Optimization exercise on an open flow, not production practice.
Function not checked: every run shown here.
Clock network not from TritonCTS: every run shown here.
The clock port is an ideal driver here.
Power: default activity.

==> design.v <==
`timescale 1ns / 1ps
module nextpc (
    input logic reset,
    input logic cap,
    input logic [15:0] inst,
    input logic [4:0] pc,
    input logic halted,
    input logic bp_cur,
    input logic bp_seq,   
    input logic d_v,   
    input logic d_br,   
    input logic d_halt,   
    input logic ex_br,   
    input logic ex_halt,   
    output logic pred,
    output logic take,
    output logic [4:0] pc_f,
    output logic bp_f,   
    output logic halted_d   
);
  logic is_br;
  logic [4:0] tgt, pc_seq;
  assign is_br = (inst[15:13] == 3'b101);
  assign tgt = inst[12:8];
  assign pc_seq = halted ? 5'd0 : pc + 5'd1;
  assign pred = (inst[7:4] == inst[3:0]) || bp_cur;
  assign take = is_br && pred && !halted;
  always_comb
    if (reset) pc_f = cap ? (is_br ? tgt : 5'd1) : 5'd0;
    else if (take) pc_f = tgt;
    else pc_f = pc_seq;
  assign bp_f = !reset && !take && bp_seq;
  logic is_halt, halt_now;
  assign is_halt = (inst[15:13] == 3'b111);
  assign halt_now = (is_halt && !(d_v && (d_br || d_halt)) && !ex_br) ||
                    (d_v && d_halt && !ex_br) || ex_halt;
  assign halted_d = reset ? (cap && is_halt) : (halted || halt_now);
endmodule
`timescale 1ns / 1ps
module add8 (
    input  logic [7:0] a,
    input  logic [7:0] b,
    output logic [7:0] s
);
  assign s = a + b;
endmodule
`timescale 1ns / 1ps
module brres (
    input  logic [7:0] a,
    input  logic [7:0] b,
    input  logic br,
    input  logic pred,
    input  logic reset,
    output logic taken,
    output logic mispredict
);
  assign taken = (a == b);
  assign mispredict = !reset && br && (pred ? !taken : taken);
endmodule
`timescale 1ns / 1ps
module mux2 #(
    parameter int WIDTH = 8
) (
    input logic [WIDTH - 1:0] d0,
    input logic [WIDTH - 1:0] d1,
    input logic s,
    output logic [WIDTH - 1:0] y
);
  assign y = s ? d1 : d0;
endmodule
`timescale 1ns / 1ps
module bpsel (
    input logic [31:0] bp,
    input logic [4:0] a,
    output logic y
);
  logic [31:0] oh;
  always_comb
    for (int j = 0; j < 32; j++) oh[j] = (a == 5'(j));
  assign y = (oh & bp) != 32'd0;
endmodule
`timescale 1ns / 1ps
module fctl (
    input logic [15:0] inst,
    input logic reset,   
    input logic d_v,
    input logic d_wr,
    input logic d_add,
    input logic d_st,
    input logic [3:0] d_dst,
    input logic [3:0] d_sta,
    input logic ex_wr,
    input logic [3:0] ex_dst,
    output logic is_st,
    output logic is_ld,
    output logic is_add,
    output logic is_br,
    output logic is_halt,
    output logic f_wr,
    output logic [3:0] dst,
    output logic [3:0] sta,
    output logic [15:0] rb_oh,
    output logic [15:0] ra_r,
    output logic [15:0] rb_r,
    output logic [15:0] st_r,
    output logic ra_s,
    output logic ra_l,
    output logic ra_w,
    output logic rb_s,
    output logic rb_l,
    output logic rb_w,
    output logic st_s,
    output logic st_l,
    output logic st_w,
    output logic st_k,
    output logic fwm
);
  logic [2:0] op;
  logic imm;
  logic [3:0] rd, ra, rb;
  assign op = inst[15:13];
  assign imm = inst[12];
  assign rd = inst[11:8];
  assign ra = inst[7:4];
  assign rb = inst[3:0];
  assign is_st = (op == 3'b000);
  assign is_ld = (op == 3'b001);
  assign is_add = (op == 3'b010);
  assign is_br = (op == 3'b101);
  assign is_halt = (op == 3'b111);
  assign f_wr = is_ld || is_add;
  assign dst = (is_ld && !imm) ? ra : rd;
  assign sta = imm ? rd : ra;
  logic [15:0] ra_oh;
  always_comb
    for (int j = 0; j < 16; j++) begin
      ra_oh[j] = (ra == 4'(j));
      rb_oh[j] = (rb == 4'(j));
    end
  logic ea, eb, wa, wb, live;
  assign live = !reset;
  assign ea = live && d_v && d_wr && (d_dst == ra);
  assign eb = live && d_v && d_wr && (d_dst == rb);
  assign wa = live && ex_wr && (ex_dst == ra);
  assign wb = live && ex_wr && (ex_dst == rb);
  assign ra_r = (reset || ea || wa) ? 16'd0 : ra_oh;
  assign rb_r = (reset || eb || wb) ? 16'd0 : rb_oh;
  assign st_r = (reset || imm || eb || wb) ? 16'd0 : rb_oh;
  assign ra_s = ea && d_add;
  assign ra_l = ea && !d_add;
  assign ra_w = !ea && wa;
  assign rb_s = eb && d_add;
  assign rb_l = eb && !d_add;
  assign rb_w = !eb && wb;
  assign st_s = !imm && eb && d_add;
  assign st_l = !imm && eb && !d_add;
  assign st_w = !imm && !eb && wb;
  assign st_k = imm;
  assign fwm = live && d_v && d_st && (d_sta == rb);
endmodule
`timescale 1ns / 1ps
`timescale 1ns / 1ps
`timescale 1ns / 1ps
`timescale 1ns / 1ps
`timescale 1ns / 1ps
module top (
    input logic clk,
    input logic reset,
    output logic [4:0] curr_inst_addr,
    input logic [15:0] curr_inst,
    output logic write_enable_dmem,
    output logic [3:0] write_addr_dmem,
    output logic [7:0] write_data_dmem,
    output logic halted
);
  logic [7:0] rf[16];
  logic [7:0] dm[16];
  logic [4:0] pc;
  logic halted_r;
  logic [31:0] bp_t;
  logic bp_cur;   
  logic d_v, d_st, d_add, d_br, d_halt, d_wr, d_imm, d_pred;
  logic [7:0] d_k8;
  logic [3:0] d_dst, d_sta;
  logic [15:0] d_rb;
  logic d_fwm;
  logic [4:0] d_pc1, d_tgt, d_pc;
  logic [15:0] d_ra_r, d_rb_r, d_st_r;
  logic d_ra_s, d_ra_l, d_ra_w;
  logic d_rb_s, d_rb_l, d_rb_w;
  logic d_st_s, d_st_l, d_st_w, d_st_k;
  logic ex_wr, ex_add, ex_br, ex_halt, ex_pred, ex_bpa;
  logic [3:0] ex_dst;
  logic [15:0] ex_we;   
  logic [7:0] ex_a, ex_b, ex_l;
  logic [4:0] ex_alt;   
  logic [31:0] ex_bpc;   
  logic bu_v, bu_t;
  logic [31:0] bu_a;
  logic w_v;
  logic [15:0] w_we;
  logic [7:0] w_d;
  logic st_v;
  logic [3:0] st_a;
  logic [7:0] st_d;
  logic [15:0] st_we;   
  assign curr_inst_addr = pc;
  assign write_enable_dmem = st_v;
  assign write_addr_dmem = st_a;
  assign write_data_dmem = st_d;
  assign halted = halted_r;
  logic [7:0] sum, res;
  logic taken;
  add8 add (
      .a(ex_a),
      .b(ex_b),
      .s(sum)
  );
  mux2 #(8) res_mux (
      .d0(ex_l),
      .d1(sum),
      .s (ex_add),
      .y (res)
  );
  logic mispredict;
  brres cmp (
      .a(ex_a),
      .b(ex_b),
      .br(ex_br),
      .pred(ex_pred),
      .reset(reset),
      .taken(taken),
      .mispredict(mispredict)
  );
  logic [7:0] a_e, b_e, s_e, a_n, b_n, s_n, dmb;
  always_comb begin
    a_e = (ex_l & {8{d_ra_l}}) | (w_d & {8{d_ra_w}});
    b_e = (ex_l & {8{d_rb_l}}) | (w_d & {8{d_rb_w}});
    s_e = (ex_l & {8{d_st_l}}) | (w_d & {8{d_st_w}}) | (d_k8 & {8{d_st_k}});
    dmb = 8'd0;
    for (int j = 0; j < 16; j++) begin
      a_e = a_e | (rf[j] & {8{d_ra_r[j]}});
      b_e = b_e | (rf[j] & {8{d_rb_r[j]}});
      s_e = s_e | (rf[j] & {8{d_st_r[j]}});
      dmb = dmb | (dm[j] & {8{d_rb[j]}});
    end
  end
  mux2 #(8) a_mux (
      .d0(a_e),
      .d1(sum),
      .s (d_ra_s),
      .y (a_n)
  );
  mux2 #(8) b_mux (
      .d0(b_e),
      .d1(sum),
      .s (d_rb_s),
      .y (b_n)
  );
  mux2 #(8) s_mux (
      .d0(s_e),
      .d1(sum),
      .s (d_st_s),
      .y (s_n)
  );
  logic [7:0] m_n;
  assign m_n = d_fwm ? st_d : dmb;
  logic is_st, is_ld, is_add, is_br, is_halt, f_wr;
  logic [3:0] dst, sta;
  logic [15:0] rb_oh, ra_r, rb_r, st_r;
  logic ra_s, ra_l, ra_w, rb_s, rb_l, rb_w, st_s, st_l, st_w, st_k, fwm;
  fctl fc (
      .inst(curr_inst),
      .reset(reset),
      .d_v(d_v),
      .d_wr(d_wr),
      .d_add(d_add),
      .d_st(d_st),
      .d_dst(d_dst),
      .d_sta(d_sta),
      .ex_wr(ex_wr),
      .ex_dst(ex_dst),
      .is_st(is_st),
      .is_ld(is_ld),
      .is_add(is_add),
      .is_br(is_br),
      .is_halt(is_halt),
      .f_wr(f_wr),
      .dst(dst),
      .sta(sta),
      .rb_oh(rb_oh),
      .ra_r(ra_r),
      .rb_r(rb_r),
      .st_r(st_r),
      .ra_s(ra_s),
      .ra_l(ra_l),
      .ra_w(ra_w),
      .rb_s(rb_s),
      .rb_l(rb_l),
      .rb_w(rb_w),
      .st_s(st_s),
      .st_l(st_l),
      .st_w(st_w),
      .st_k(st_k),
      .fwm(fwm)
  );
  logic r0cap;
  logic cap;
  assign cap = !r0cap && (pc == 5'd0);
  logic bp_seq;
  bpsel bps (
      .bp({bp_t[0], bp_t[31:1]}),
      .a (pc),
      .y (bp_seq)
  );
  logic pred, take, bp_f, bp_d, halted_d;
  logic [4:0] pc_f, pc_d;
  nextpc npc (
      .reset(reset),
      .cap(cap),
      .inst(curr_inst),
      .pc(pc),
      .halted(halted_r),
      .bp_cur(bp_cur),
      .bp_seq(bp_seq),
      .d_v(d_v),
      .d_br(d_br),
      .d_halt(d_halt),
      .ex_br(ex_br),
      .ex_halt(ex_halt),
      .pred(pred),
      .take(take),
      .pc_f(pc_f),
      .bp_f(bp_f),
      .halted_d(halted_d)
  );
  mux2 #(6) pc_mux (
      .d0({bp_f, pc_f}),
      .d1({ex_bpa, ex_alt}),
      .s (mispredict),
      .y ({bp_d, pc_d})
  );
  logic f_ok, d_ok;
  assign f_ok = !halted_r && !(d_v && d_halt) && !ex_halt && !mispredict;
  assign d_ok = d_v && !mispredict;
  logic [4:0] pc1;
  assign pc1 = pc + 5'd1;
  always_ff @(posedge clk) begin
    pc <= pc_d;
    bp_cur <= bp_d;
    halted_r <= halted_d;
    if (reset) begin
      r0cap <= cap;
      d_v <= cap;
      ex_wr <= 1'b0;
      ex_br <= 1'b0;
      ex_halt <= 1'b0;
      bu_v <= 1'b0;
      w_v <= 1'b0;
      st_v <= 1'b0;
      bp_t <= 32'd0;
    end else begin
      r0cap <= 1'b0;
      d_v <= f_ok;
      ex_wr <= d_ok && d_wr;
      ex_br <= d_ok && d_br;
      ex_halt <= d_ok && d_halt;
      w_v <= ex_wr;
      st_v <= d_ok && d_st;
      bu_v <= ex_br;
      if (bu_v) bp_t <= bu_t ? (bp_t | bu_a) : (bp_t & ~bu_a);
    end
  end
  always_ff @(posedge clk) begin
    d_st <= is_st;
    d_add <= is_add;
    d_br <= is_br;
    d_halt <= is_halt;
    d_wr <= f_wr;
    d_imm <= curr_inst[12];
    d_k8 <= curr_inst[7:0];
    d_dst <= dst;
    d_sta <= sta;
    d_rb <= rb_oh;
    d_pred <= pred || reset;
    d_pc1 <= pc1;
    d_tgt <= curr_inst[12:8];
    d_pc <= pc;
    d_ra_r <= ra_r;
    d_rb_r <= rb_r;
    d_st_r <= st_r;
    {d_ra_s, d_ra_l, d_ra_w} <= {ra_s, ra_l, ra_w};
    {d_rb_s, d_rb_l, d_rb_w} <= {rb_s, rb_l, rb_w};
    {d_st_s, d_st_l, d_st_w, d_st_k} <= {st_s, st_l, st_w, st_k};
    d_fwm <= fwm;
  end
  always_ff @(posedge clk) begin
    ex_add <= d_add;
    ex_dst <= d_dst;
    ex_we <= 16'd1 << d_dst;
    ex_a <= a_n;
    ex_b <= b_n;
    ex_l <= d_imm ? d_k8 : m_n;
    ex_pred <= d_pred;
    ex_alt <= d_pred ? d_pc1 : d_tgt;
    ex_bpa <= d_pred ? bp_t[d_pc1] : bp_t[d_tgt];
    ex_bpc <= 32'd1 << d_pc;
    st_a <= d_sta;
    st_we <= 16'd1 << d_sta;
    st_d <= s_n;
  end
  always_ff @(posedge clk) begin
    bu_t <= taken;
    bu_a <= ex_bpc;
    w_we <= ex_we;
    w_d <= res;
  end
  always_ff @(posedge clk)
    for (int i = 0; i < 16; i++)
      if (reset) rf[i] <= 8'd0;
      else if (w_v && w_we[i]) rf[i] <= w_d;
  always_ff @(posedge clk)
    for (int i = 0; i < 16; i++)
      if (reset) dm[i] <= 8'd0;
      else if (st_v && st_we[i]) dm[i] <= st_d;
endmodule
==> flow/run.sh <==
#!/bin/bash
# Own flow: the standard layout (standard.sh) with two changes:
#  - the clock tree is built by flow/pre_cts.tcl (a two-level balanced tree)
#    instead of TritonCTS;
#  - the cells in flow/dont_use.txt (the platform's DONT_USE_CELLS list plus
#    full and half adders, slow 3- and 4-input OR/NOR and AOI/OAI cells,
#    4-input muxes and delay cells) are kept out of synthesis and sizing;
#  - MATCH_CELL_FOOTPRINT=0, so timing repair may resize a cell to one of
#    another width (placement is legalised after each repair).
# Every tool's output goes to the ORFS logs under orfs/logs and to standard.log.
set -euo pipefail
export PRE_CTS_TCL="$PWD/flow/pre_cts.tcl"
du="$(tr '\n' ' ' < flow/dont_use.txt)"
sed "s|\"\${@:-finish}\"|DONT_USE_CELLS=\"$du\" MATCH_CELL_FOOTPRINT=0 \"\${@:-finish}\"|" standard.sh > standard_nofa.sh
bash standard_nofa.sh ${FLOW_STANDARD_TARGETS:-} > standard.log 2>&1
==> flow/dont_use.txt <==
sky130_fd_sc_hd__probe_p_8
sky130_fd_sc_hd__probec_p_8
sky130_fd_sc_hd__lpflow_bleeder_1
sky130_fd_sc_hd__lpflow_clkbufkapwr_1
sky130_fd_sc_hd__lpflow_clkbufkapwr_16
sky130_fd_sc_hd__lpflow_clkbufkapwr_2
sky130_fd_sc_hd__lpflow_clkbufkapwr_4
sky130_fd_sc_hd__lpflow_clkbufkapwr_8
sky130_fd_sc_hd__lpflow_clkinvkapwr_1
sky130_fd_sc_hd__lpflow_clkinvkapwr_16
sky130_fd_sc_hd__lpflow_clkinvkapwr_2
sky130_fd_sc_hd__lpflow_clkinvkapwr_4
sky130_fd_sc_hd__lpflow_clkinvkapwr_8
sky130_fd_sc_hd__lpflow_decapkapwr_12
sky130_fd_sc_hd__lpflow_decapkapwr_3
sky130_fd_sc_hd__lpflow_decapkapwr_4
sky130_fd_sc_hd__lpflow_decapkapwr_6
sky130_fd_sc_hd__lpflow_decapkapwr_8
sky130_fd_sc_hd__lpflow_inputiso0n_1
sky130_fd_sc_hd__lpflow_inputiso0p_1
sky130_fd_sc_hd__lpflow_inputiso1n_1
sky130_fd_sc_hd__lpflow_inputiso1p_1
sky130_fd_sc_hd__lpflow_inputisolatch_1
sky130_fd_sc_hd__lpflow_isobufsrc_1
sky130_fd_sc_hd__lpflow_isobufsrc_16
sky130_fd_sc_hd__lpflow_isobufsrc_2
sky130_fd_sc_hd__lpflow_isobufsrc_4
sky130_fd_sc_hd__lpflow_isobufsrc_8
sky130_fd_sc_hd__lpflow_isobufsrckapwr_16
sky130_fd_sc_hd__lpflow_lsbuf_lh_hl_isowell_tap_1
sky130_fd_sc_hd__lpflow_lsbuf_lh_hl_isowell_tap_2
sky130_fd_sc_hd__lpflow_lsbuf_lh_hl_isowell_tap_4
sky130_fd_sc_hd__lpflow_lsbuf_lh_isowell_4
sky130_fd_sc_hd__lpflow_lsbuf_lh_isowell_tap_1
sky130_fd_sc_hd__lpflow_lsbuf_lh_isowell_tap_2
sky130_fd_sc_hd__lpflow_lsbuf_lh_isowell_tap_4
sky130_fd_sc_hd__fill_1
sky130_fd_sc_hd__fill_2
sky130_fd_sc_hd__fill_4
sky130_fd_sc_hd__fill_8
sky130_fd_sc_hd__fa_1
sky130_fd_sc_hd__fa_2
sky130_fd_sc_hd__fa_4
sky130_fd_sc_hd__ha_1
sky130_fd_sc_hd__ha_2
sky130_fd_sc_hd__ha_4
sky130_fd_sc_hd__a2111o_1
sky130_fd_sc_hd__a2111o_2
sky130_fd_sc_hd__a2111o_4
sky130_fd_sc_hd__a2111oi_0
sky130_fd_sc_hd__a2111oi_1
sky130_fd_sc_hd__a2111oi_2
sky130_fd_sc_hd__a2111oi_4
sky130_fd_sc_hd__a311o_1
sky130_fd_sc_hd__a311o_2
sky130_fd_sc_hd__a311o_4
sky130_fd_sc_hd__a311oi_1
sky130_fd_sc_hd__a311oi_2
sky130_fd_sc_hd__a311oi_4
sky130_fd_sc_hd__clkdlybuf4s15_1
sky130_fd_sc_hd__clkdlybuf4s15_2
sky130_fd_sc_hd__clkdlybuf4s18_1
sky130_fd_sc_hd__clkdlybuf4s18_2
sky130_fd_sc_hd__clkdlybuf4s25_1
sky130_fd_sc_hd__clkdlybuf4s25_2
sky130_fd_sc_hd__clkdlybuf4s50_1
sky130_fd_sc_hd__clkdlybuf4s50_2
sky130_fd_sc_hd__dlygate4sd1_1
sky130_fd_sc_hd__dlygate4sd2_1
sky130_fd_sc_hd__dlygate4sd3_1
sky130_fd_sc_hd__dlymetal6s2s_1
sky130_fd_sc_hd__dlymetal6s4s_1
sky130_fd_sc_hd__dlymetal6s6s_1
sky130_fd_sc_hd__nor3_1
sky130_fd_sc_hd__nor3_2
sky130_fd_sc_hd__nor3_4
sky130_fd_sc_hd__nor3b_1
sky130_fd_sc_hd__nor3b_2
sky130_fd_sc_hd__nor3b_4
sky130_fd_sc_hd__nor4_1
sky130_fd_sc_hd__nor4_2
sky130_fd_sc_hd__nor4_4
sky130_fd_sc_hd__nor4b_1
sky130_fd_sc_hd__nor4b_2
sky130_fd_sc_hd__nor4b_4
sky130_fd_sc_hd__nor4bb_1
sky130_fd_sc_hd__nor4bb_2
sky130_fd_sc_hd__nor4bb_4
sky130_fd_sc_hd__o2111a_1
sky130_fd_sc_hd__o2111a_2
sky130_fd_sc_hd__o2111a_4
sky130_fd_sc_hd__o2111ai_1
sky130_fd_sc_hd__o2111ai_2
sky130_fd_sc_hd__o2111ai_4
sky130_fd_sc_hd__o311a_1
sky130_fd_sc_hd__o311a_2
sky130_fd_sc_hd__o311a_4
sky130_fd_sc_hd__o311ai_0
sky130_fd_sc_hd__o311ai_1
sky130_fd_sc_hd__o311ai_2
sky130_fd_sc_hd__o311ai_4
sky130_fd_sc_hd__or3_1
sky130_fd_sc_hd__or3_2
sky130_fd_sc_hd__or3_4
sky130_fd_sc_hd__or3b_1
sky130_fd_sc_hd__or3b_2
sky130_fd_sc_hd__or3b_4
sky130_fd_sc_hd__or4_1
sky130_fd_sc_hd__or4_2
sky130_fd_sc_hd__or4_4
sky130_fd_sc_hd__or4b_1
sky130_fd_sc_hd__or4b_2
sky130_fd_sc_hd__or4b_4
sky130_fd_sc_hd__or4bb_1
sky130_fd_sc_hd__or4bb_2
sky130_fd_sc_hd__or4bb_4
sky130_fd_sc_hd__mux4_1
sky130_fd_sc_hd__mux4_2
sky130_fd_sc_hd__mux4_4
==> flow/mycts.tcl <==
# Manual two-level clock tree: R root buffers driven by the clock port, each driving
# some of K leaf buffers; each leaf buffer drives a cluster of flip-flops (capacitated k-means).
proc mycts_kmeans {xs ys K cap} {
  set n [llength $xs]
  set cx {}; set cy {}
  set idx [lsort -real -indices $xs]
  for {set k 0} {$k < $K} {incr k} {
    set i [lindex $idx [expr {int(($k + 0.5) * $n / $K)}]]
    lappend cx [lindex $xs $i]; lappend cy [lindex $ys $i]
  }
  for {set iter 0} {$iter < 40} {incr iter} {
    set cnt [lrepeat $K 0]
    set asg [lrepeat $n -1]
    set pairs {}
    for {set i 0} {$i < $n} {incr i} {
      set x [lindex $xs $i]; set y [lindex $ys $i]
      for {set k 0} {$k < $K} {incr k} {
        set dx [expr {$x-[lindex $cx $k]}]; set dy [expr {$y-[lindex $cy $k]}]
        lappend pairs [list [expr {$dx*$dx+$dy*$dy}] $i $k]
      }
    }
    set pairs [lsort -real -index 0 $pairs]
    set left $n
    foreach p $pairs {
      lassign $p d i k
      if {[lindex $asg $i] >= 0} continue
      if {[lindex $cnt $k] >= $cap} continue
      lset asg $i $k
      lset cnt $k [expr {[lindex $cnt $k]+1}]
      incr left -1
      if {$left == 0} break
    }
    set sx [lrepeat $K 0.0]; set sy [lrepeat $K 0.0]
    for {set i 0} {$i < $n} {incr i} {
      set k [lindex $asg $i]
      lset sx $k [expr {[lindex $sx $k] + [lindex $xs $i]}]
      lset sy $k [expr {[lindex $sy $k] + [lindex $ys $i]}]
    }
    for {set k 0} {$k < $K} {incr k} {
      set c [lindex $cnt $k]
      if {$c > 0} {
        lset cx $k [expr {[lindex $sx $k] / $c}]
        lset cy $k [expr {[lindex $sy $k] / $c}]
      }
    }
  }
  return [list $asg $cx $cy $cnt]
}

proc mycts_build {K R leafm rootm} {
  set db [ord::get_db]
  set block [ord::get_db_block]
  set clknet [$block findNet clk]
  set sinks [$clknet getITerms]
  set n [llength $sinks]
  set xs {}; set ys {}
  foreach it $sinks {
    set bb [[$it getInst] getBBox]
    lappend xs [expr {([$bb xMin]+[$bb xMax])/2.0}]
    lappend ys [expr {([$bb yMin]+[$bb yMax])/2.0}]
  }
  lassign [mycts_kmeans $xs $ys $K [expr {int(ceil(1.1 * $n / $K))}]] asg cx cy cnt
  lassign [mycts_kmeans $cx $cy $R [expr {int(ceil(1.0 * $K / $R))}]] rasg rx ry rcnt
  puts "MYCTS sinks $n leaves $K roots $R leafcounts $cnt rootcounts $rcnt"
  set lm [$db findMaster $leafm]
  set rm [$db findMaster $rootm]
  set rnets {}
  for {set r 0} {$r < $R} {incr r} {
    set b [odb::dbInst_create $block $rm "clkroot_$r"]
    $b setLocation [expr {int([lindex $rx $r])}] [expr {int([lindex $ry $r])}]
    $b setPlacementStatus PLACED
    [$b findITerm A] connect $clknet
    set rn [odb::dbNet_create $block "clkroot_net_$r"]
    $rn setSigType CLOCK
    [$b findITerm X] connect $rn
    lappend rnets $rn
  }
  set lnets {}
  for {set k 0} {$k < $K} {incr k} {
    set b [odb::dbInst_create $block $lm "clkleaf_$k"]
    $b setLocation [expr {int([lindex $cx $k])}] [expr {int([lindex $cy $k])}]
    $b setPlacementStatus PLACED
    [$b findITerm A] connect [lindex $rnets [lindex $rasg $k]]
    set ln [odb::dbNet_create $block "clkleaf_net_$k"]
    $ln setSigType CLOCK
    [$b findITerm X] connect $ln
    lappend lnets $ln
  }
  for {set i 0} {$i < $n} {incr i} {
    set it [lindex $sinks $i]
    $it disconnect
    $it connect [lindex $lnets [lindex $asg $i]]
  }
  $clknet setSigType CLOCK
}
==> flow/pre_cts.tcl <==
# PRE_CTS_TCL hook: replace TritonCTS with a two-level balanced clock tree
# (4 root buffers on the clock port, each driving about 6 leaf buffers, each
# leaf buffer driving a cluster of about 21 flip-flops; see mycts.tcl).
source [file join [file dirname [info script]] mycts.tcl]
rename clock_tree_synthesis orig_clock_tree_synthesis
proc clock_tree_synthesis {args} {
  mycts_build 24 4 sky130_fd_sc_hd__clkbuf_16 sky130_fd_sc_hd__clkbuf_16
}
==> standard.sh <==
#!/bin/bash
# synth_recipe.tcl (not shown) runs the flow's synth.tcl, then flattens the netlist and writes it again
# the make line also repeats each setting of config.mk as NAME=value (left out here)
make -C /OpenROAD-flow-scripts/flow DESIGN_CONFIG=/design/flow/config.mk WORK_HOME=/design/flow/orfs CLKGATE_MAP_FILE= SYNTH_SCRIPT=/design/flow/synth_recipe.tcl "${@:-finish}"
==> config.mk <==
export PLATFORM = sky130hd
export DESIGN_NAME = top
export DESIGN_NICKNAME = top
export VERILOG_FILES = /design/flow/design.v
export SDC_FILE = /design/flow/constraint.sdc
export NUM_CORES = 8
export LEC_CHECK = 0
export CAP_MARGIN = 20
export CORE_MARGIN = 2
export CORE_UTILIZATION = 40
export SETUP_SLACK_MARGIN = 3.0
export SLEW_MARGIN = 20
export SYNTH_HIERARCHICAL = 1
export SYNTH_MINIMUM_KEEP_SIZE = 0
==> constraint.sdc <==
create_clock -name core_clock -period 4.2 [get_ports {clk}]
set_input_delay 0.8400 -clock core_clock [delete_from_list [all_inputs] [get_ports {clk}]]
set_output_delay 0.8400 -clock core_clock [all_outputs]
set_load 0.01 [all_outputs]
==> results of run 1 <==
## sequential cells by signal (all words and copies together) (netlist names), 5 cells and up, named ones only
| signal | flops |
|---|---|
| bu_a | 32 |
| d_k8 | 8 |
| d_pc | 5 |
| d_pc1 | 5 |
| d_ra_r | 16 |
| d_rb | 16 |
| d_rb_r | 16 |
| d_st_r | 16 |
| dm | 128 |
| ex_a | 8 |
| ex_alt | 5 |
| ex_b | 8 |
| ex_bpc | 32 |
| ex_l | 8 |
| ex_we | 16 |
| pc | 5 |
| rf | 128 |
| st_d | 8 |
| st_we | 16 |
| w_d | 8 |
| w_we | 16 |
## power by group through the flow
| stage | Clock [uW] | Combinational [uW] | Sequential, uW |
|---|---|---|---|
| finish | 2950 | 1680 | 6040 |
| global route | 3170 | 1750 | 6050 |
| CTS | 2190 | 1270 | 6170 |
| detailed placement | 0 | 743 | 6300 |
| global placement | 0 | 731 | 6300 |
| floorplan | 0 | 853 | 5990 |
## area by class of cell
class                      instances  share of cell area
buffer                            28              0.0211
timing repair inverter             1            0.000226
multi-input combinational       1837               0.457
timing repair buffer             367               0.126
sequential                       584               0.365
antenna                            1           0.0000754
tap                              773              0.0291
inverter                          14             0.00177
## stage by stage
step,hold WS [ps],std cells,setup WS [ps],util
2_1_floorplan,310,2675,2170,-
3_3_place_gp,310,3252,1300,0.437
3_5_place_dp,312,3252,1270,0.437
4_1_cts,312,3488,2020,0.512
5_1_grt,336,3604,2230,0.565
6_report,321,3605,2260,0.565
## worst max-delay path, delay by kind of cell (launching register included)
family	cells	cell delay, ps
buffers and inverters	2	360
AO/OA/AOI/OAI	2	440
multiplexers	1	300
AND/OR/NAND/NOR	1	150
flip-flops	1	390
XOR/XNOR	1	190
## cells in the final DEF, fill, tap and decap left out, types with 68 or more instances in the layout
master and count:
nor2_1 99, buf_6 97, nand3_1 237, dfxtp_4 91, dfxtp_1 421, a221oi_2 68, nand2_1 349, dfxtp_2 72
a22o_1 73, buf_1 102, a21oi_2 283
## final timing paths
kind | slack, ps | cells after the start | to | startpoint
hold / removal | 320 | 0 | bu_a[1] | ex_bpc[1]
setup reg to reg | 2260 | 7 | pc[4] | ex_b[2]
setup / recovery | 2260 | 7 | pc[4] | ex_b[2]
hold reg to reg | 320 | 0 | bu_a[1] | ex_bpc[1]
## layer usage
metal | vias up | wire length [um] | global-route usage
met5 | - | 0 | 0
met4 | 0 | 4510 | 0.0955
met3 | 298 | 11900 | 0.0674
met2 | 1394 | 47600 | 0.512
met1 | 11400 | 48500 | 0.499
li1 | 9915 | - | -
## what timing repair did
action | 4_1_cts | 5_1_grt
endpoints found under the setup margin | 465 | 451
endpoints found under the hold margin | 0 | 0
setup buffers | 156 | 101
pin swaps | 101 | 177
resized for setup | 638 | 615
cloned | 52 | 15
==> impl_results.md, run 1 <==
- Syn Std Cell Area: approximately 24,000 sq um
- I/O Pins: 37
- Total GRT Usage: 0.343
- Worst vdd ir: around 350 uV
- Final number of hold-violating endpoints: 0
- Fraction of layout cells with a size suffix above 1: 0.428
- Vias in the first global route: approximately 21,000
- Final setup violation count: 0
- Max stage delay cell, worst path: dfxtp_4
- CP Class: register to register
- Initial DRT Pass Iterations: 6
- Min Tclk post-route: between 1500 and 2000 ps
- Psw: 3000 uW
- Worst Hold Class: register to register
- Post-DRT Antenna Nets: 0
- P_leak: 0.0108 uW
- Max_slew headroom: 0.437
- Mapped Cells: ~2,700
- Nature of the critical path startpoint: register
- Most Frequent Cell on Critical Path: buf_6
- Skew final: a little under 40 ps
- Critical path peak fanout: 6
- Multi-input logic area: 15,100 sq um
- Pwr Density: 322 nW/um^2
- Sequential power share: 0.566
- Die width: 247 um
- Reg area: 12,100 sq um
- YS warnings: 12
- Mapped Nets: around 2,700
- Data required, critical path: between 4000 and 5000 ps
- Starting Density: 0.403
- Internal Power: between 7000 and 8000 uW
- Fmax: about 510 MHz
- Clock share of power: 0.277
- First-pass GRT wire length: approximately 150,000 um
- RSZ-0062 raised after global routing: true
- Cell breakdown of the critical path: xnor2_1 -> nand4_1 -> buf_6 -> o211ai_1 -> o31ai_4 -> buf_6 -> mux2_4
- Slew of the pin with the lowest slew margin: between 800 and 900 ps
- Crit share post-route: 0.463
- Sw Ratio: 0.282
- Placed cell area: roughly 26,000 sq um
- Row count: 89
- Syn_area_per_cell: 8.83 sq um
- Initial antenna violation count: 1
- Routed WL per cell: roughly 31 um
- Die Y: between 200 and 250 um
- Fill count: between 4,000 and 5,000
- RD Place Congestion: around 1
- Max Slew Vio Count: 0
- Total Power: between 10,000 and 15,000 uW
- Reg clk slew, reported paths: roughly 100 ps
- Pin count of the biggest net entering global routing: 65
- Largest stage delay on the critical path: between 300 and 400 ps
- Grt ovf: 0
- Setup TNS Final: 0 ps
- Remaining DRCs: 0
- CTS Hold Buffers Added: 0
- Avg Vias per Cell: about 6.4
- Max Cap Violations: 0
- Worst setup EP type: register
- Final wirelength: ~110,000 um
- Final instance area: 33,200 sq um
- Fin nets: about 2,900
- Status: timing/DRC/antenna clean
- Syn-to-layout area delta: 40.4%
- Detailed-route via count: approximately 23,000
- Comb power frac: 0.157
- Core area: ~59,000 sq um
- Port Buffers: 36
- Hpwl dp: ~67,000 um
- Crit path DAT: 2200 ps
- Worst-Skew Late Latency: between 300 and 400 ps
- Total Die Area: 61,000 sq um
- Drt initial violations: 2,919
==> run 2, diff against run 1 <==
--- a/design.v
+++ b/design.v
@@ -7,16 +7,10 @@
     input logic halted,
     input logic bp_cur,
     input logic bp_seq,   
-    input logic d_v,   
-    input logic d_br,   
-    input logic d_halt,   
-    input logic ex_br,   
-    input logic ex_halt,   
     output logic pred,
     output logic take,
     output logic [4:0] pc_f,
-    output logic bp_f,   
-    output logic halted_d   
+    output logic bp_f   
 );
   logic is_br;
   logic [4:0] tgt, pc_seq;
@@ -30,11 +24,6 @@
     else if (take) pc_f = tgt;
     else pc_f = pc_seq;
   assign bp_f = !reset && !take && bp_seq;
-  logic is_halt, halt_now;
-  assign is_halt = (inst[15:13] == 3'b111);
-  assign halt_now = (is_halt && !(d_v && (d_br || d_halt)) && !ex_br) ||
-                    (d_v && d_halt && !ex_br) || ex_halt;
-  assign halted_d = reset ? (cap && is_halt) : (halted || halt_now);
 endmodule
 `timescale 1ns / 1ps
 module add8 (
@@ -42,7 +31,28 @@
     input  logic [7:0] b,
     output logic [7:0] s
 );
-  assign s = a + b;
+  logic [7:0] g0, p0, g1, p1, g2, p2, g3;
+  assign g0 = a & b;
+  assign p0 = a ^ b;
+  always_comb begin
+    g1[0] = g0[0];
+    p1[0] = p0[0];
+    for (int i = 1; i < 8; i++) begin
+      g1[i] = g0[i] | (p0[i] & g0[i-1]);
+      p1[i] = p0[i] & p0[i-1];
+    end
+    for (int i = 0; i < 2; i++) begin
+      g2[i] = g1[i];
+      p2[i] = p1[i];
+    end
+    for (int i = 2; i < 8; i++) begin
+      g2[i] = g1[i] | (p1[i] & g1[i-2]);
+      p2[i] = p1[i] & p1[i-2];
+    end
+    for (int i = 0; i < 4; i++) g3[i] = g2[i];
+    for (int i = 4; i < 8; i++) g3[i] = g2[i] | (p2[i] & g2[i-4]);
+  end
+  assign s = p0 ^ {g3[6:0], 1'b0};
 endmodule
 `timescale 1ns / 1ps
 module brres (
@@ -194,9 +204,7 @@
   logic [15:0] ex_we;   
   logic [7:0] ex_a, ex_b, ex_l;
   logic [4:0] ex_alt;   
-  logic [31:0] ex_bpc;   
-  logic bu_v, bu_t;
-  logic [31:0] bu_a;
+  logic [4:0] ex_bpc;
   logic w_v;
   logic [15:0] w_we;
   logic [7:0] w_d;
@@ -313,7 +321,7 @@
       .a (pc),
       .y (bp_seq)
   );
-  logic pred, take, bp_f, bp_d, halted_d;
+  logic pred, take, bp_f, bp_d;
   logic [4:0] pc_f, pc_d;
   nextpc npc (
       .reset(reset),
@@ -323,16 +331,10 @@
       .halted(halted_r),
       .bp_cur(bp_cur),
       .bp_seq(bp_seq),
-      .d_v(d_v),
-      .d_br(d_br),
-      .d_halt(d_halt),
-      .ex_br(ex_br),
-      .ex_halt(ex_halt),
       .pred(pred),
       .take(take),
       .pc_f(pc_f),
-      .bp_f(bp_f),
-      .halted_d(halted_d)
+      .bp_f(bp_f)
   );
   mux2 #(6) pc_mux (
       .d0({bp_f, pc_f}),
@@ -343,32 +345,34 @@
   logic f_ok, d_ok;
   assign f_ok = !halted_r && !(d_v && d_halt) && !ex_halt && !mispredict;
   assign d_ok = d_v && !mispredict;
+  logic halt_now;
+  assign halt_now = (is_halt && !halted_r && !(d_v && (d_br || d_halt)) && !ex_br) ||
+                    (d_v && d_halt && !ex_br) || ex_halt;
   logic [4:0] pc1;
   assign pc1 = pc + 5'd1;
   always_ff @(posedge clk) begin
     pc <= pc_d;
     bp_cur <= bp_d;
-    halted_r <= halted_d;
     if (reset) begin
       r0cap <= cap;
+      halted_r <= cap && is_halt;
       d_v <= cap;
       ex_wr <= 1'b0;
       ex_br <= 1'b0;
       ex_halt <= 1'b0;
-      bu_v <= 1'b0;
       w_v <= 1'b0;
       st_v <= 1'b0;
       bp_t <= 32'd0;
     end else begin
       r0cap <= 1'b0;
+      if (halt_now) halted_r <= 1'b1;
       d_v <= f_ok;
       ex_wr <= d_ok && d_wr;
       ex_br <= d_ok && d_br;
       ex_halt <= d_ok && d_halt;
       w_v <= ex_wr;
       st_v <= d_ok && d_st;
-      bu_v <= ex_br;
-      if (bu_v) bp_t <= bu_t ? (bp_t | bu_a) : (bp_t & ~bu_a);
+      if (ex_br) bp_t[ex_bpc] <= taken;
     end
   end
   always_ff @(posedge clk) begin
@@ -404,14 +408,12 @@
     ex_pred <= d_pred;
     ex_alt <= d_pred ? d_pc1 : d_tgt;
     ex_bpa <= d_pred ? bp_t[d_pc1] : bp_t[d_tgt];
-    ex_bpc <= 32'd1 << d_pc;
+    ex_bpc <= d_pc;
     st_a <= d_sta;
     st_we <= 16'd1 << d_sta;
     st_d <= s_n;
   end
   always_ff @(posedge clk) begin
-    bu_t <= taken;
-    bu_a <= ex_bpc;
     w_we <= ex_we;
     w_d <= res;
   end
==> flow/run.sh (replaced) <==
#!/bin/bash
# Own flow: the standard layout (standard.sh) with two changes:
#  - the clock tree is built by flow/pre_cts.tcl (a two-level balanced tree,
#    see flow/mycts.tcl) instead of TritonCTS;
#  - the cells in flow/dont_use.txt are kept out of synthesis and timing
#    repair: the platform's own DONT_USE_CELLS list, plus full and half adders,
#    slow 3- and 4-input OR/NOR and AOI/OAI cells, 4-input muxes and delay
#    cells, so that abc and the resizer build the logic from faster cells.
# Every tool's output goes to the ORFS logs under orfs/logs and to standard.log.
set -euo pipefail
export PRE_CTS_TCL="$PWD/flow/pre_cts.tcl"
du="$(tr '\n' ' ' < flow/dont_use.txt)"
sed "s|\"\${@:-finish}\"|DONT_USE_CELLS=\"$du\" \"\${@:-finish}\"|" standard.sh > standard_du.sh
bash standard_du.sh ${FLOW_STANDARD_TARGETS:-} > standard.log 2>&1
==> run 2 against run 1 <==
Clock power is 5% lower; register-to-register slack better by 40 ps; still clean; final cell count is 2.3% lower; combinational power is 17% lower; clock skew is 33 ps higher; critical endpoint is now bp_cur.
==> impl_results.md, run 2 <==
- Fin nets: 2,794 (-2.0%)
- P_leak: 0.0107 uW (-1.1%)
- Fmax: 525 MHz (+2.0%)
- Max_slew headroom: 0.401 (-0.0360)
- YS warnings: 13 (+1)
- Status: timing/DRC/antenna clean
- Fraction of layout cells with a size suffix above 1: 0.413 (-0.0150)
- N_diodes: 0 (-1)
- Max stage delay cell, worst path: dfxtp_4
- I/O Pins: 37 (unchanged)
- Worst Hold Class: register to register
- Grt ovf: 0 (unchanged)
- Routed WL per cell: 30.5 um (-2.3%)
- Placed cell area: 24,400 sq um (-5.0%)
- Psw: 2610 uW (-13%)
- Max Cap Violations: 0 (unchanged)
- Syn_area_per_cell: 8.71 sq um (-1.4%)
- Hpwl dp: 66,000 um (-0.86%)
- Vias in the first global route: 20,900 (-1.6%)
- Avg Vias per Cell: 6.47 (+1.2%)
- Die Y: 241 um (-2.5%)
- Comb power frac: 0.146 (-0.011)
- Final instance area: 31,500 sq um (-5.0%)
- Skew final: 73.0 ps (+33.3 ps)
- Crit path from: pc[0]
- Initial antenna violation count: 0 (-1)
- Mapped Nets: 2,592 (-3.8%)
- First-pass GRT wire length: 149,000 um (-2.5%)
- Slew of the pin with the lowest slew margin: 898 ps (+53.9 ps)
- Pwr Density: 302 nW/um^2 (-6.2%)
- Internal Power: 6900 uW (-10%)
- Sw Ratio: 0.274 (-0.00718)
- RD Place Congestion: 0.997 (+1.7%)
- Crit path max-delay family: compound AO/OA/AOI/OAI gates
- Launch point of the worst hold path: d_pc[0]
- Total Die Area: 58,000 sq um (-5.0%)
- Crit path buf inv count: 1 (-1)
- Port Buffers: 36 (unchanged)
- Commonest non-fill, non-tap cell in the layout: dfxtp_1
- CTS Hold Buffers Added: 0 (unchanged)
- Nature of the critical path startpoint: register
- Post-DRT Antenna Nets: 0 (unchanged)
- RR Startpoint: pc[0]
- Die width: 241 um (-2.5%)
- Core area: 55,300 sq um (-5.8%)
- Final wirelength: 107,000 um (-4.6%)
- Sequential power share: 0.560 (-0.006)
- Most frequent cells in the layout: 372 x dfxtp_1, 318 x nand2_1, 257 x a21oi_2, 253 x nand3_1, 113 x buf_6
- Detailed-route via count: 22,800 (-1.1%)
- Largest registers: dm (128), rf (128), bp_t (32)
- Drt initial violations: 2,829 (-3.1%)
- Pin count of the biggest net entering global routing: 43 (-34%)
- Syn-to-layout area delta: 40.5% (about the same)
- Critical path peak fanout: 5 (-1)
- RSZ-0062 raised after global routing: true
- Total Power: 9510 uW (-11%)
- Setup TNS Final: 0 ps (unchanged)
- Worst vdd ir: 337 uV (-3.3%)
- Worst-Skew Late Latency: 410 ps (+30 ps)
- CP Class: register to register
- Final number of hold-violating endpoints: 0 (unchanged)
- Min Tclk post-route: 1900 ps (-39.0 ps)
- Cell breakdown of the critical path: buf_2 -> nor2b_1 -> a211oi_1 -> a21oi_1 -> a211oi_2 -> a22oi_2 -> o211a_1 -> mux2_4
- Crit path DAT: 2160 ps (-40 ps)
- Row count: 86 (-3.4%)
- Largest stage delay on the critical path: 410 ps (+20 ps)
- Data required, critical path: 4460 ps (about the same)
- Syn Std Cell Area: 22,400 sq um (-5.1%)
- Reg clk slew, reported paths: 90 ps (about the same)
- Initial DRT Pass Iterations: 6 (unchanged)
- Clock share of power: 0.294 (+0.017)
- Total GRT Usage: 0.352 (+0.00906)
- Worst setup EP type: register
- Max Slew Vio Count: 0 (unchanged)
- Mapped Cells: 2,574 (-3.8%)
- Remaining DRCs: 0 (unchanged)
- Crit share post-route: 0.453 (-0.00928)
- Starting Density: 0.406 (+0.00285)
- Final setup violation count: 0 (unchanged)
run 2: cell types whose count changed in the layout (fill, tap and decap cells not counted), sizes merged, moves of 8 or more:
cell	change
dfxtp	-62
nor2b	+8
nand3	-30
clkbuf	-27
buf	+67
o21ai	+11
a21oi	-18
nand4	+17
nand2	-54
mux2i	+17
run 2: cell type report:
class / instances / area (sq um)
repair inverters: 1 / 7.51
flip-flops and latches: 523 / 10900
plain buffers: 28 / 701
fillers: 4645 / 23800
inverters: 19 / 78.8
multi-input cells: 1794 / 14300
well taps: 748 / 936
repair buffers: 409 / 4620
run 2: worst paths after layout:
path	end	slack (ps)	cells past startpoint
max	bp_cur	2300	8
min	ex_bpc[0]	330	0
max reg2reg	bp_cur	2300	8
min reg2reg	ex_bpc[0]	330	0
run 2: power by group through the flow:
stage          sequential (uW)  clock [uW]  combinational (uW)
2_1_floorplan             5270           0                 726
3_3_place_gp              5540           0                 607
3_5_place_dp              5540           0                 615
4_1_cts                   5430        2090                1180
5_1_grt                   5330        2980                1440
6_report                  5320        2800                1390
run 2: worst register-to-register path, cell delays in order, from the launching register on:
cell and delay, ps:
dfxtp_4 410, buf_2 220, nor2b_1 70, a211oi_1 200, a21oi_1 110, a211oi_2 260, a22oi_2 120, o211a_1 150
mux2_4 270
run 2: stage by stage:
step                worst slack, ps  cells  hold slack, ps  utilization
global placement               1260   3134             313        0.440
finish                         2300   3522             329        0.570
global route                   2240   3522             336        0.570
CTS                            2060   3397             312        0.530
detailed placement             1210   3134             312        0.440
floorplan                      2170   2574             310            -
run 2: routing by layer:
| metal | routed length [um] | GRT usage | vias up | part of all wire |
|---|---|---|---|---|
| li1 | - | - | 9726 | - |
| met1 | 46000 | 0.514 | 11300 | 0.43 |
| met2 | 44900 | 0.515 | 1437 | 0.42 |
| met3 | 12000 | 0.0805 | 317 | 0.11 |
| met4 | 4430 | 0.103 | 0 | 0.041 |
| met5 | 0 | 0 | - | 0 |
run 2: timing repair:
| action | CTS | global route |
|---|---|---|
| pin swaps | 96 | 152 |
| setup endpoints to repair | 464 | 446 |
| resized for setup | 619 | 430 |
| buffers inserted | 181 | 118 |
| gates cloned | 54 | 7 |
==> run 3, diff against run 2 <==
--- a/config.mk
+++ b/config.mk
@@ -8,7 +8,7 @@
 export CAP_MARGIN = 20
 export CORE_MARGIN = 2
 export CORE_UTILIZATION = 40
-export SETUP_SLACK_MARGIN = 3.0
+export SETUP_SLACK_MARGIN = 2.7
 export SLEW_MARGIN = 20
 export SYNTH_HIERARCHICAL = 1
 export SYNTH_MINIMUM_KEEP_SIZE = 0
==> run 3 against run 2 <==
Worst hold slack hardly changed; via count grew 1.0%; synthesized cell count unchanged; sequential power is essentially flat; clock skew down 33 ps; first-iteration DRC count grew 17%; power shrank 1.1%; combinational power shrank 6%; critical endpoint unchanged; sequential share of layout area rose by 1.7 points; largest power group unchanged; final cell count decreased by 1.2%.
==> impl_results.md, run 3 <==
- Fmax: 494 MHz (-5.9%)
- Max Cap Violations: 0 (unchanged)
- Total Die Area: 58,000 sq um (unchanged)
- Routed WL per cell: 29.7 um (-2.5%)
- Max Slew Vio Count: 0 (unchanged)
- Row count: 86 (unchanged)
- Cell breakdown of the critical path: clkbuf_4 -> buf_2 -> a32o_1 -> nand2b_1 -> a22oi_2 -> o211a_1 -> mux2_4
- Fraction of layout cells with a size suffix above 1: 0.353 (-0.0601)
- Die width: 241 um (unchanged)
- Crit path buf inv count: 2 (+1)
- RR Startpoint: pc[0]
- Worst setup margin: 2180 ps (-120 ps)
- Crit path from: pc[0]
- Vias in the first global route: 21,500 (+3.0%)
- Syn-to-layout area delta: 33.3%
- Place WS: 1270 ps (+61.3 ps)
- Nature of the critical path startpoint: register
- Largest registers: dm (128), rf (128), bp_t (32)
- Reg clk slew, reported paths: 80 ps (about the same)
- Worst vdd ir: 354 uV (+5.0%)
- Mapped Nets: 2,592 (unchanged)
- Hpwl dp: 59,700 um (-9.5%)
- Worst Hold Class: register to register
- Initial antenna violation count: 2 (+2)
- Total GRT Usage: 0.340 (-0.0124)
- Starting Density: 0.406 (unchanged)
- RD Place Congestion: 1.03 (+3.4%)
- Crit share post-route: 0.482 (+0.0285)
- Final number of hold-violating endpoints: 0 (unchanged)
- Pwr Density: 315 nW/um^2 (+4.3%)
- Worst setup EP type: register
- CP Class: register to register
- Final wirelength: 103,000 um (-3.7%)
- Slew of the pin with the lowest slew margin: 745 ps (-153 ps)
- Setup TNS Final: 0 ps (unchanged)
- Data required, critical path: 4490 ps (+30 ps)
- Port Buffers: 36 (unchanged)
- Largest stage delay on the critical path: 410 ps (about the same)
- Most frequent cells in the layout: 386 x dfxtp_1, 356 x nand2_1, 273 x nand3_1, 238 x a21oi_2, 106 x nor2_1
- Detailed-route via count: 23,000 (+1.0%)
- I/O Pins: 37 (unchanged)
- Crit path DAT: 2320 ps (+160 ps)
- First-pass GRT wire length: 146,000 um (-1.8%)
- Pin count of the biggest net entering global routing: 50 (+16%)
- Status: timing/DRC/antenna clean
- Remaining DRCs: 0 (unchanged)
- Post-DRT Antenna Nets: 0 (unchanged)
- Initial DRT Pass Iterations: 8 (+2)
- Die Y: 241 um (unchanged)
- Launch point of the worst hold path: d_pc[4]
- Mapped Cells: 2,574 (unchanged)
- Core area: 55,300 sq um (unchanged)
- Syn Std Cell Area: 22,400 sq um (unchanged)
- CTS Hold Buffers Added: 0 (unchanged)
- Skew final: 40.5 ps (-32.6 ps)
- Drt initial violations: 3,321 (+17%)
- Worst-Skew Late Latency: 380 ps (-30 ps)
- Grt ovf: 0 (unchanged)
- Min Tclk post-route: 2020 ps (+120 ps)
- Critical path peak fanout: 15 (+10)
- Max_slew headroom: 0.503 (+0.102)
- P_leak: 0.0102 uW (-4.6%)
- Commonest non-fill, non-tap cell in the layout: dfxtp_1
- Fill count: 4,853 (+4.5%)
- RSZ-0062 raised after global routing: true
- Crit path max-delay family: compound AO/OA/AOI/OAI gates
- Fin nets: 2,751 (-1.5%)
- Max stage delay cell, worst path: dfxtp_4
- YS warnings: 13 (unchanged)
- Avg Vias per Cell: 6.62 (+2.2%)
- Final setup violation count: 0 (unchanged)
- Syn_area_per_cell: 8.71 sq um (unchanged)
run 3: cell count changes in the layout (fill, tap and decap cells not counted), moves of 16 or more:
cell,before,now
a21oi_1,11,27
a21oi_2,257,238
a22oi_1,66,84
a22oi_2,35,17
dfxtp_4,91,70
nand2_1,318,356
nand3_1,253,273
run 3: timing repair:
item | 4_1_cts | 5_1_grt
pin swaps | 88 | 83
buffers inserted | 143 | 119
gates resized for setup | 811 | 307
setup endpoints to repair | 444 | 390
gates cloned | 59 | 4
run 3: worst paths after layout:
kind | to | slack [ps] | cells after the start
hold / removal | ex_bpc[4] | 330 | 0
setup / recovery | bp_cur | 2180 | 7
hold reg to reg | ex_bpc[4] | 330 | 0
setup reg to reg | bp_cur | 2180 | 7
run 3: metrics by stage:
stage | cell area, sq um | instances | hold WS (ps) | util | power, uW
after global placement | 22700 | 3126 | 314 | 0.410 | 6070
after CTS | 28300 | 3356 | 312 | 0.512 | 8630
after global routing | 29900 | 3479 | 337 | 0.540 | 9640
final | 29900 | 3480 | 329 | 0.540 | 9400
after detailed placement | 22700 | 3126 | 312 | 0.410 | 6080
after floorplan | 22800 | 2574 | 310 | - | 5870
run 3: report_power, final:
part           total (uW)  switching (uW)  leakage [uW]  internal [uW]
logic                1300             702       0.00552            600
clock network        2780            1580      0.000345           1200
registers            5320             270       0.00433           5050
total                9400            2550        0.0102           6850
run 3: layout make-up:
cell class	count	area [sq um]	area share
tap	748	936	0.0313
timing repair inverter	1	5.00	0.000167
antenna	1	2.50	0.0000837
inverter	19	76.3	0.00255
sequential	523	10800	0.362
timing repair buffer	364	4030	0.135
buffer	28	701	0.0234
multi-input combinational	1796	13300	0.446
run 3: per-layer routing:
layer | GRT usage | share of wire
met3 | 0.0770 | 0.12
met5 | 0.000842 | 0
met1 | 0.449 | 0.39
met2 | 0.526 | 0.43
met4 | 0.162 | 0.065
==> run 4, diff against run 3 <==
--- a/design.v
+++ b/design.v
@@ -6,11 +6,14 @@
     input logic [4:0] pc,
     input logic halted,
     input logic bp_cur,
-    input logic bp_seq,   
+    input logic mispredict,   
+    input logic [4:0] ex_alt,   
+    input logic [31:0] bp_rot,   
+    input logic ex_bpa,   
     output logic pred,
     output logic take,
-    output logic [4:0] pc_f,
-    output logic bp_f   
+    output logic [4:0] pc_d,
+    output logic bp_d   
 );
   logic is_br;
   logic [4:0] tgt, pc_seq;
@@ -20,10 +23,11 @@
   assign pred = (inst[7:4] == inst[3:0]) || bp_cur;
   assign take = is_br && pred && !halted;
   always_comb
-    if (reset) pc_f = cap ? (is_br ? tgt : 5'd1) : 5'd0;
-    else if (take) pc_f = tgt;
-    else pc_f = pc_seq;
-  assign bp_f = !reset && !take && bp_seq;
+    if (reset) pc_d = cap ? (is_br ? tgt : 5'd1) : 5'd0;
+    else if (mispredict) pc_d = ex_alt;
+    else if (take) pc_d = tgt;
+    else pc_d = pc_seq;
+  assign bp_d = reset ? 1'b0 : mispredict ? ex_bpa : (bp_rot[pc] && !take);
 endmodule
 `timescale 1ns / 1ps
 module add8 (
@@ -31,28 +35,7 @@
     input  logic [7:0] b,
     output logic [7:0] s
 );
-  logic [7:0] g0, p0, g1, p1, g2, p2, g3;
-  assign g0 = a & b;
-  assign p0 = a ^ b;
-  always_comb begin
-    g1[0] = g0[0];
-    p1[0] = p0[0];
-    for (int i = 1; i < 8; i++) begin
-      g1[i] = g0[i] | (p0[i] & g0[i-1]);
-      p1[i] = p0[i] & p0[i-1];
-    end
-    for (int i = 0; i < 2; i++) begin
-      g2[i] = g1[i];
-      p2[i] = p1[i];
-    end
-    for (int i = 2; i < 8; i++) begin
-      g2[i] = g1[i] | (p1[i] & g1[i-2]);
-      p2[i] = p1[i] & p1[i-2];
-    end
-    for (int i = 0; i < 4; i++) g3[i] = g2[i];
-    for (int i = 4; i < 8; i++) g3[i] = g2[i] | (p2[i] & g2[i-4]);
-  end
-  assign s = p0 ^ {g3[6:0], 1'b0};
+  assign s = a + b;
 endmodule
 `timescale 1ns / 1ps
 module brres (
@@ -60,12 +43,11 @@
     input  logic [7:0] b,
     input  logic br,
     input  logic pred,
-    input  logic reset,
     output logic taken,
     output logic mispredict
 );
   assign taken = (a == b);
-  assign mispredict = !reset && br && (pred ? !taken : taken);
+  assign mispredict = br && (pred ? !taken : taken);
 endmodule
 `timescale 1ns / 1ps
 module mux2 #(
@@ -79,16 +61,6 @@
   assign y = s ? d1 : d0;
 endmodule
 `timescale 1ns / 1ps
-module bpsel (
-    input logic [31:0] bp,
-    input logic [4:0] a,
-    output logic y
-);
-  logic [31:0] oh;
-  always_comb
-    for (int j = 0; j < 32; j++) oh[j] = (a == 5'(j));
-  assign y = (oh & bp) != 32'd0;
-endmodule
 `timescale 1ns / 1ps
 module fctl (
     input logic [15:0] inst,
@@ -110,6 +82,8 @@
     output logic [3:0] dst,
     output logic [3:0] sta,
     output logic [15:0] rb_oh,
+    output logic [15:0] dst_oh,
+    output logic [15:0] sta_oh,
     output logic [15:0] ra_r,
     output logic [15:0] rb_r,
     output logic [15:0] st_r,
@@ -141,12 +115,15 @@
   assign f_wr = is_ld || is_add;
   assign dst = (is_ld && !imm) ? ra : rd;
   assign sta = imm ? rd : ra;
-  logic [15:0] ra_oh;
+  logic [15:0] ra_oh, rd_oh;
   always_comb
     for (int j = 0; j < 16; j++) begin
       ra_oh[j] = (ra == 4'(j));
       rb_oh[j] = (rb == 4'(j));
+      rd_oh[j] = (rd == 4'(j));
     end
+  assign dst_oh = (is_ld && !imm) ? ra_oh : rd_oh;
+  assign sta_oh = imm ? rd_oh : ra_oh;
   logic ea, eb, wa, wb, live;
   assign live = !reset;
   assign ea = live && d_v && d_wr && (d_dst == ra);
@@ -192,14 +169,14 @@
   logic d_v, d_st, d_add, d_br, d_halt, d_wr, d_imm, d_pred;
   logic [7:0] d_k8;
   logic [3:0] d_dst, d_sta;
-  logic [15:0] d_rb;
+  logic [15:0] d_rb, d_dst_oh, d_sta_oh;
   logic d_fwm;
   logic [4:0] d_pc1, d_tgt, d_pc;
   logic [15:0] d_ra_r, d_rb_r, d_st_r;
   logic d_ra_s, d_ra_l, d_ra_w;
   logic d_rb_s, d_rb_l, d_rb_w;
   logic d_st_s, d_st_l, d_st_w, d_st_k;
-  logic ex_wr, ex_add, ex_br, ex_halt, ex_pred, ex_bpa;
+  logic ex_wr, ex_add, ex_br, ex_pred, ex_bpa;
   logic [3:0] ex_dst;
   logic [15:0] ex_we;   
   logic [7:0] ex_a, ex_b, ex_l;
@@ -236,7 +213,6 @@
       .b(ex_b),
       .br(ex_br),
       .pred(ex_pred),
-      .reset(reset),
       .taken(taken),
       .mispredict(mispredict)
   );
@@ -275,7 +251,7 @@
   assign m_n = d_fwm ? st_d : dmb;
   logic is_st, is_ld, is_add, is_br, is_halt, f_wr;
   logic [3:0] dst, sta;
-  logic [15:0] rb_oh, ra_r, rb_r, st_r;
+  logic [15:0] rb_oh, dst_oh, sta_oh, ra_r, rb_r, st_r;
   logic ra_s, ra_l, ra_w, rb_s, rb_l, rb_w, st_s, st_l, st_w, st_k, fwm;
   fctl fc (
       .inst(curr_inst),
@@ -297,6 +273,8 @@
       .dst(dst),
       .sta(sta),
       .rb_oh(rb_oh),
+      .dst_oh(dst_oh),
+      .sta_oh(sta_oh),
       .ra_r(ra_r),
       .rb_r(rb_r),
       .st_r(st_r),
@@ -315,14 +293,10 @@
   logic r0cap;
   logic cap;
   assign cap = !r0cap && (pc == 5'd0);
-  logic bp_seq;
-  bpsel bps (
-      .bp({bp_t[0], bp_t[31:1]}),
-      .a (pc),
-      .y (bp_seq)
-  );
-  logic pred, take, bp_f, bp_d;
-  logic [4:0] pc_f, pc_d;
+  logic [31:0] bp_rot;
+  assign bp_rot = {bp_t[0], bp_t[31:1]};
+  logic pred, take, bp_d;
+  logic [4:0] pc_d;
   nextpc npc (
       .reset(reset),
       .cap(cap),
@@ -330,24 +304,18 @@
       .pc(pc),
       .halted(halted_r),
       .bp_cur(bp_cur),
-      .bp_seq(bp_seq),
+      .mispredict(mispredict),
+      .ex_alt(ex_alt),
+      .bp_rot(bp_rot),
+      .ex_bpa(ex_bpa),
       .pred(pred),
       .take(take),
-      .pc_f(pc_f),
-      .bp_f(bp_f)
-  );
-  mux2 #(6) pc_mux (
-      .d0({bp_f, pc_f}),
-      .d1({ex_bpa, ex_alt}),
-      .s (mispredict),
-      .y ({bp_d, pc_d})
+      .pc_d(pc_d),
+      .bp_d(bp_d)
   );
   logic f_ok, d_ok;
-  assign f_ok = !halted_r && !(d_v && d_halt) && !ex_halt && !mispredict;
+  assign f_ok = !halted_r && !(d_v && d_halt) && !mispredict;
   assign d_ok = d_v && !mispredict;
-  logic halt_now;
-  assign halt_now = (is_halt && !halted_r && !(d_v && (d_br || d_halt)) && !ex_br) ||
-                    (d_v && d_halt && !ex_br) || ex_halt;
   logic [4:0] pc1;
   assign pc1 = pc + 5'd1;
   always_ff @(posedge clk) begin
@@ -359,17 +327,15 @@
       d_v <= cap;
       ex_wr <= 1'b0;
       ex_br <= 1'b0;
-      ex_halt <= 1'b0;
       w_v <= 1'b0;
       st_v <= 1'b0;
       bp_t <= 32'd0;
     end else begin
       r0cap <= 1'b0;
-      if (halt_now) halted_r <= 1'b1;
+      if ((f_ok && is_halt && !(d_v && d_br)) || (d_ok && d_halt)) halted_r <= 1'b1;
       d_v <= f_ok;
       ex_wr <= d_ok && d_wr;
       ex_br <= d_ok && d_br;
-      ex_halt <= d_ok && d_halt;
       w_v <= ex_wr;
       st_v <= d_ok && d_st;
       if (ex_br) bp_t[ex_bpc] <= taken;
@@ -386,6 +352,8 @@
     d_dst <= dst;
     d_sta <= sta;
     d_rb <= rb_oh;
+    d_dst_oh <= dst_oh;
+    d_sta_oh <= sta_oh;
     d_pred <= pred || reset;
     d_pc1 <= pc1;
     d_tgt <= curr_inst[12:8];
@@ -401,7 +369,7 @@
   always_ff @(posedge clk) begin
     ex_add <= d_add;
     ex_dst <= d_dst;
-    ex_we <= 16'd1 << d_dst;
+    ex_we <= d_dst_oh;
     ex_a <= a_n;
     ex_b <= b_n;
     ex_l <= d_imm ? d_k8 : m_n;
@@ -410,7 +378,7 @@
     ex_bpa <= d_pred ? bp_t[d_pc1] : bp_t[d_tgt];
     ex_bpc <= d_pc;
     st_a <= d_sta;
-    st_we <= 16'd1 << d_sta;
+    st_we <= d_sta_oh;
     st_d <= s_n;
   end
   always_ff @(posedge clk) begin
==> flow/run.sh (replaced) <==
#!/bin/bash
# Own flow: the standard layout (standard.sh) with two changes:
#  - the clock tree is built by flow/pre_cts.tcl (a two-level balanced tree)
#    instead of TritonCTS;
#  - full- and half-adder cells are added to DONT_USE_CELLS (flow/dont_use.txt
#    is the platform's list plus those), so abc maps adders as plain gates.
# Every tool's output goes to the ORFS logs under orfs/logs and to standard.log.
set -euo pipefail
export PRE_CTS_TCL="$PWD/flow/pre_cts.tcl"
du="$(tr '\n' ' ' < flow/dont_use.txt)"
sed "s|\"\${@:-finish}\"|DONT_USE_CELLS=\"$du\" \"\${@:-finish}\"|" standard.sh > standard_nofa.sh
bash standard_nofa.sh ${FLOW_STANDARD_TARGETS:-} > standard.log 2>&1
--- a/flow/dont_use.txt
+++ b/flow/dont_use.txt
@@ -114,6 +114,3 @@
 sky130_fd_sc_hd__or4bb_1
 sky130_fd_sc_hd__or4bb_2
 sky130_fd_sc_hd__or4bb_4
-sky130_fd_sc_hd__mux4_1
-sky130_fd_sc_hd__mux4_2
-sky130_fd_sc_hd__mux4_4
--- a/config.mk
+++ b/config.mk
@@ -8,7 +8,7 @@
 export CAP_MARGIN = 20
 export CORE_MARGIN = 2
 export CORE_UTILIZATION = 40
-export SETUP_SLACK_MARGIN = 2.7
+export SETUP_SLACK_MARGIN = 3.0
 export SLEW_MARGIN = 20
 export SYNTH_HIERARCHICAL = 1
 export SYNTH_MINIMUM_KEEP_SIZE = 0
==> run 4 against run 3 <==
Largest cell class unchanged; worst setup slack got worse by 35 ps; die area rose by 2.9%; still clean on timing, DRC and antenna; fmax fell by 1.7%.
==> impl_results.md, run 4 <==
- Mapped Cells: 2,623 (+1.9%)
- Internal Power: 7130 uW (+4.0%)
- Drt initial violations: 3,033 (-8.7%)
- Critical path peak fanout: 5 (-10)
- Top cells by area, synth: dfxtp_1 48%, nand3_1 6.5%, nand2_1 6.0%, a21oi_1 6.0%, a221oi_1 3.6%
- Syn-to-layout area delta: 39.3%
- Worst-Skew Late Latency: 400 ps (+20 ps)
- Pwr Density: 302 nW/um^2 (-3.9%)
- Post-synth cell types: a little over 70
- Reg2Reg Depth: 9 (+2)
- Place WS: 1260 ps (-5.65 ps)
- Data required, critical path: 4460 ps (-30 ps)
- Psw: 2590 uW (+1.7%)
- Most frequent cells in the layout: 411 x dfxtp_1, 331 x nand2_1, 282 x nand3_1, 256 x a21oi_2, 111 x buf_6
- Fill count: 4,681 (-3.5%)
- Hold slack final: 300 ps (-29.5 ps)
- Count of flip-flops with a built-in enable after synthesis: 1
- FFs w/ async S/R, synth: 0
- P_leak: 0.0110 uW (+7.9%)
- Final setup violation count: 0 (unchanged)
- Routed WL per cell: 30.4 um (+2.2%)
- CP Capture Point: pc[3]
- Worst setup margin: 2140 ps (-35.1 ps)
- Skew final: 62.6 ps (+22.1 ps)
- Avg Vias per Cell: 6.55 (-0.93%)
- Fmax: 486 MHz (-1.7%)
- Commonest non-fill, non-tap cell in the layout: dfxtp_1
- Max Slew Vio Count: 0 (unchanged)
- Initial antenna violation count: 3 (+1)
- Status: timing/DRC/antenna clean
- Commonest cells in the netlist: 553 x dfxtp_1, 372 x nand2_1, 299 x nand3_1, 275 x a21oi_1, 204 x clkbuf_1
- CTS Hold Buffers Added: 0 (unchanged)
- RSZ-0062 raised after global routing: true
- Worst vdd ir: 297 uV (-16%)
- Fin nets: 2,827 (+2.8%)
- R2R setup slack: 2140 ps (-40 ps)
- Mapped Nets: 2,641 (+1.9%)
- Worst Hold Class: register to register
- Yosys top cell area share: 0.480
- Crit path from: ex_b[0]
- Sw Ratio: 0.267 (-0.00433)
- Nature of the critical path startpoint: register
- Post-DRT Antenna Nets: 0 (unchanged)
- Dominant cell by count in the synthesized netlist: dfxtp_1
- Largest registers: dm (128), rf (128), bp_t (32)
- Worst setup EP type: register
- RD Place Congestion: 1.05 (+2.2%)
- Max Cap Violations: 0 (unchanged)
- Post-synthesis register bit count: 554
- RR Startpoint: ex_b[0]
- Total Die Area: 59,700 sq um (+2.9%)
- Vias in the first global route: 21,700 (+0.74%)
- Syn_area_per_cell: 8.80 sq um (+1.0%)
- I/O Pins: 37 (unchanged)
- Reg-to-Reg End: pc[3]
- Slew of the pin with the lowest slew margin: 958 ps (+214 ps)
- Final number of hold-violating endpoints: 0 (unchanged)
- Final core occ: 0.561 (+0.0203)
- First-pass GRT wire length: 151,000 um (+3.2%)
- Most used DFF post-synth: dfxtp_1
- Core area: 57,400 sq um (+3.7%)
- Reg clk slew, reported paths: 100 ps (+20 ps)
- Pin count of the biggest net entering global routing: 38 (-24%)
- Die width: 244 um (+1.4%)
- Crit share post-route: 0.490 (+0.00835)
- Share of the yosys chip area belonging to registers: 0.481
- YS warnings: 11 (-2)
- Hpwl dp: 64,700 um (+8.4%)
- Port Buffers: 36 (unchanged)
- Crit path DAT: 2320 ps (about the same)
- Die Y: 244 um (+1.4%)
- Clock share of power: 0.296 (about the same)
- Grt ovf: 0 (unchanged)
- Max_slew headroom: 0.360 (-0.143)
- Sequential power share: 0.572 (+0.006)
- Min Tclk post-route: 2060 ps (+35.1 ps)
- Total Power: 9720 uW (+3.4%)
- Remaining DRCs: 0 (unchanged)
- Initial DRT Pass Iterations: 6 (-2)
- Starting Density: 0.402 (-0.00311)
- Comb power frac: 0.132 (-0.006)
- Fraction of layout cells with a size suffix above 1: 0.414 (+0.0606)
- Row count: 88 (+2.3%)
- Detailed-route via count: 23,400 (+1.7%)
- Total GRT Usage: 0.338 (-0.00187)
- CP Class: register to register
- Area leader, netlist: dfxtp_1
- Syn Std Cell Area: 23,100 sq um (+2.9%)
- Final wirelength: 108,000 um (+4.9%)
- Setup TNS Final: 0 ps (unchanged)
## run 4: worst min-delay path by stage
stage | start | endpoint | slack, ps | cells past startpoint
detailed placement | ex_we[1] | w_we[1] | 310 | 0
finish | d_sta_oh[7] | st_we[7] | 300 | 0
global route | d_dst_oh[7] | ex_we[7] | 320 | 0
global placement | d_pc[3] | ex_bpc[3] | 310 | 0
CTS | d_sta_oh[0] | st_we[0] | 310 | 0
floorplan | d_pc[0] | ex_bpc[0] | 310 | 0
## run 4: per-layer routing
metal | GRT usage | up-vias | part of all wire
met5 | 0 | - | 0.00022
li1 | - | 9924 | -
met1 | 0.483 | 11700 | 0.42
met2 | 0.505 | 1519 | 0.43
met4 | 0.102 | 4 | 0.042
met3 | 0.0761 | 323 | 0.11
## run 4: cell families after synthesis
group	share of synthesized area
flops	0.481
mux	0.0500
simple gates	0.198
compound gates	0.198
fa+ha+maj	0.000921
buf+inv	0.0512
xor+xnor	0.0211
## run 4: timing repair
item / CTS / global route
setup endpoints to repair: 495 / 474
gates cloned: 48 / 7
endpoints found under the hold margin: 0 / 0
buffers inserted: 205 / 92
gates resized for setup: 702 / 300
pin swaps: 134 / 141
## run 4: Yosys stat by module, one instance, submodules excluded, a selection
| module | flops+latches | cells |
|---|---|---|
| brres | 0 | 14 |
| nextpc | 0 | 80 |
| add8 | 0 | 50 |
| top | 554 | 2160 |
| fctl | 0 | 283 |
## run 4: critical path: stages, from the launching register on
cell and delay, ps:
dfxtp_4 380, xnor2_2 140, nand4_1 160, nor2_4 160
buf_12 140, mux2i_4 290, buf_1 150, nor2_2 80
a21o_4 240, a21o_1 160
## run 4: layout make-up
cell class | instances | area [sq um] | share of cell area
Multi-Input combinational cell | 1805 | 14500 | 0.451
Sequential cell | 554 | 11500 | 0.357
Timing Repair Buffer | 402 | 4420 | 0.138
Tap cell | 765 | 957 | 0.0298
Buffer | 28 | 701 | 0.0218
Inverter | 17 | 86.3 | 0.00268
Timing Repair inverter | 1 | 8.76 | 0.000272
Antenna cell | 2 | 5.00 | 0.000156
## run 4: metrics by stage
step | cells | instance area (sq um)
finish | 3574 | 32200
global route | 3572 | 32200
CTS | 3473 | 30600
detailed placement | 3192 | 25100
global placement | 3192 | 25100
floorplan | 2623 | 26300
## run 4: power by group through the flow
stage          Combinational (uW)  Clock (uW)  Sequential [uW]
3_5_place_dp                  553           0             5760
2_1_floorplan                 665           0             5540
5_1_grt                      1320        3050             5560
4_1_cts                      1100        2140             5670
6_report                     1290        2880             5560
3_3_place_gp                  545           0             5760
